This design comes from an exercise in tuning for small area and a short achievable clock period on the open sky130 flow, not from production work.
Where RTL was checked, it was by simulation tests only, not by an equivalence proof against the original.
Power and IR drop assume default switching activity.

## exp/raven
## cpu
module cpu(
        input clk,
        input reset,
        input [31:0] op_code,
        output reg [31:0] im_addr
    );
    wire [6:0] opc = op_code[6:0];
    wire [2:0] f3  = op_code[14:12];
    wire [6:0] f7  = op_code[31:25];
    wire [4:0] rd  = op_code[11:7];
    wire [4:0] rs1 = op_code[19:15];
    wire [4:0] rs2 = op_code[24:20];
    wire is_op    = opc == 7'b0110011;
    wire is_imm   = opc == 7'b0010011;
    wire is_lui   = opc == 7'b0110111;
    wire is_auipc = opc == 7'b0010111;
    wire is_jal   = opc == 7'b1101111;
    wire is_jalr  = opc == 7'b1100111;
    wire is_br    = opc == 7'b1100011;
    wire is_sys   = opc == 7'b0000011 || opc == 7'b1110011 || opc == 7'b0001111;
    wire f7_0  = f7 == 7'b0000000;
    wire f7_32 = f7 == 7'b0100000;
    wire arith = is_imm || (is_op && (f7_0 || (f7_32 && (f3 == 3'd0 || f3 == 3'd5))));
    wire rd_e  = is_op || is_imm || is_lui || is_auipc || is_jal || is_jalr || is_sys;
  ...
Size: roughly 1,200 flip-flops, ~66 I/O pins.
Settings: LEC_CHECK=0, CAP_MARGIN=20, CORE_MARGIN=2, CORE_UTILIZATION=40, SLEW_MARGIN=20; clock period 10.0 ns.
run.sh (not shown) runs the stock make flow with config.mk's settings and CLKGATE_MAP_FILE= SYNTH_SCRIPT=/design/flow/synth_recipe.tcl, a recipe that flattens the netlist after the stock synthesis.
exp/raven completed; timing, DRC and antenna clean
### exp/raven -> exp/garnet
Settings: SETUP_SLACK_MARGIN newly set to 5.
[summary]
Run comparison: exp/raven worst setup path startpoint s2_q[20]; exp/garnet worst setup path startpoint s1_q[24]. For leakage power, dividing the value from exp/raven by the value from exp/garnet gives 0.936. In terms of register area, exp/raven and exp/garnet differ only marginally. In the reports for exp/raven and exp/garnet, the larger minimum hold slack belongs to exp/garnet. exp/garnet against exp/raven; internal portion of total power is up slightly. [compare] base=exp/raven new=exp/garnet: register-to-register slack +2.12 ns; number of routed nets with antenna violations ~0 delta; combinational fraction of design power +0.7 points; clock power share -0.2 points.
Edits applied to the flow inputs when going from exp/garnet to exp/lagoon:
Settings: SETUP_SLACK_MARGIN removed (was 5).
==> flow/flow/run.sh (new file) <==
#!/bin/bash
# Standard ORFS layout, with repair_timing aiming for more setup slack than the
# period needs (the SDC and clock period are the standard flow's, unchanged).
set -euo pipefail
bash standard.sh SETUP_SLACK_MARGIN=6.5 finish > standard.log 2>&1
==> flow/standard.sh (new file) <==
#!/bin/bash
# synth_recipe.tcl (not shown) runs the flow's synth.tcl, then flattens the netlist and writes it again
# the make line also repeats each setting of config.mk as NAME=value (left out here)
make -C /OpenROAD-flow-scripts/flow DESIGN_CONFIG=/design/flow/config.mk WORK_HOME=/design/flow/orfs CLKGATE_MAP_FILE= SYNTH_SCRIPT=/design/flow/synth_recipe.tcl "${@:-finish}"
removed: flow/run.sh
- Both conditions hold for exp/lagoon: the flow ran to the end and the final layout passed the timing, DRC and antenna checks.
- [compare] base=exp/garnet new=exp/lagoon: number of multi-input combinational cells level, total half-perimeter wirelength after legalization and detailed placement moved up, share of power burned in the clock network moved up, post-route minimum period moved down.
- The period utilization in exp/lagoon was lower than what exp/garnet gave.
Function was not checked in any run of this note: the RTL went through the layout flow alone.

========
Setup of run A:
Another version of the RTL of cpu (not shown whole).
Size in the first run: roughly 66 I/O pins, roughly 0.057 mm² of cells after synthesis.
Settings: LEC_CHECK=0, CAP_MARGIN=20, CORE_MARGIN=2, CORE_UTILIZATION=50, CTS_BUF_LIST=sky130_fd_sc_hd__clkbuf_16, CTS_CLUSTER_DIAMETER=80, CTS_CLUSTER_SIZE=24, PLACE_DENSITY=0.65, SLEW_MARGIN=20; clock period 10.0 ns.
standard.sh (not shown) runs the stock make flow with config.mk's settings and CLKGATE_MAP_FILE= SYNTH_SCRIPT=/design/flow/synth_recipe.tcl, a recipe that flattens the netlist after the stock synthesis.
==> flow/flow/run.sh <==
#!/bin/bash
# The standard ORFS layout (the standard.sh), with repair_timing asked for
# more setup slack than the clock period needs, so it keeps shortening the
# critical paths. The SDC, clock period and every other step are the standard flow's.
set -euo pipefail
bash standard.sh SETUP_SLACK_MARGIN=6.45 finish > standard.log 2>&1
Changes in run B relative to run A:
# run A
export LEC_CHECK = 0
export CAP_MARGIN = 20
export CORE_MARGIN = 2
export CORE_UTILIZATION = 50
export CTS_BUF_LIST = sky130_fd_sc_hd__clkbuf_16
export CTS_CLUSTER_DIAMETER = 80
export CTS_CLUSTER_SIZE = 24
export PLACE_DENSITY = 0.65
export SLEW_MARGIN = 20
create_clock -name core_clock -period 10.0 [get_ports {clk}]
# run B
export LEC_CHECK = 0
export CAP_MARGIN = 20
export CORE_MARGIN = 2
export CORE_UTILIZATION = 55
export CTS_BUF_LIST = sky130_fd_sc_hd__clkbuf_16
export CTS_CLUSTER_DIAMETER = 80
export CTS_CLUSTER_SIZE = 24
export PLACE_DENSITY = 0.75
export SLEW_MARGIN = 20
create_clock -name core_clock -period 10.0 [get_ports {clk}]
## What came out
- Run A was smaller in final cell area than run B.
- Diff run A -> run B: per-cell via count in the routed design went up by 0.34, routed length per instance -2.4%, met3 routed wirelength moved up.
Inputs modified between run B and run C:
-- flow/flow/run.sh --
<<< run B, line 5
set -euo pipefail
bash standard.sh SETUP_SLACK_MARGIN=6.45 finish > standard.log 2>&1
>>> run C, line 5
set -euo pipefail
bash standard.sh SETUP_SLACK_MARGIN=6.3 finish > standard.log 2>&1
Run C finished every step from synthesis to the final layout, and the layout passed the timing, DRC and antenna checks. Between run B and run C, the flow reports number of clock buffers in the layout decreasing slightly. From run C to run B, maximum clock insertion buffer count did not move at all. Run C vs run B, cell with the biggest individual delay on the critical path: sky130_fd_sc_hd__buf_4 vs sky130_fd_sc_hd__dfxtp_1. Proportion of power drawn by the clock network in run C is 0.3 points above run B. From run B to run C the numbers moved as follows: final wirelength moved down; hold slack moved up; routed length on met2 moved down.

==> what the ideal ports hide <==
No port has a modelled driver above. Below, the same layouts with a new extraction and two added sets of constraints.
Step 1: set_driving_cell puts a clkbuf_16 on clk and a buf_2 on each other input, an assumption about the parent block.
Step 2 moves the port delays by t, midway between the first and last clock arrival at a register: inputs arrive t later, outputs are due t later. That takes back most of the time a late clock gives input paths.
Slacks: ideal ports / drivers / drivers and shift; pairs: ideal ports / drivers.
| run | shift t [ns] | setup slack, ns | slew at the worst register clock pin (ns) | worst data-port slew with drivers (ns) | cell pins on the clock port's net |
|---|---|---|---|---|---|
| exp/raven | 0.830 | 2.684 / 2.684 / 2.684 | 0.07 / 0.07 | 0.08 | 1 |
| exp/garnet | 0.838 | 4.807 / 4.807 / 4.807 | 0.07 / 0.07 | 0.07 | 1 |
| exp/lagoon | 0.848 | 4.838 / 4.838 / 4.838 | 0.07 / 0.07 | 0.08 | 1 |
| run A | 0.746 | 6.181 / 6.181 / 5.628 | 0.11 / 0.11 | 0.11 | 1 |
| run B | 0.829 | 6.111 / 6.111 / 5.436 | 0.10 / 0.10 | 0.04 | 1 |
| run C | 0.815 | 6.119 / 6.168 / 5.353 | 0.10 / 0.10 | 0.05 | 1 |
After both steps setup and hold are still met in every run listed. For run C, which loses most, drivers alone change the setup slack by +0.049 ns; drivers and shift together by -0.766 ns.
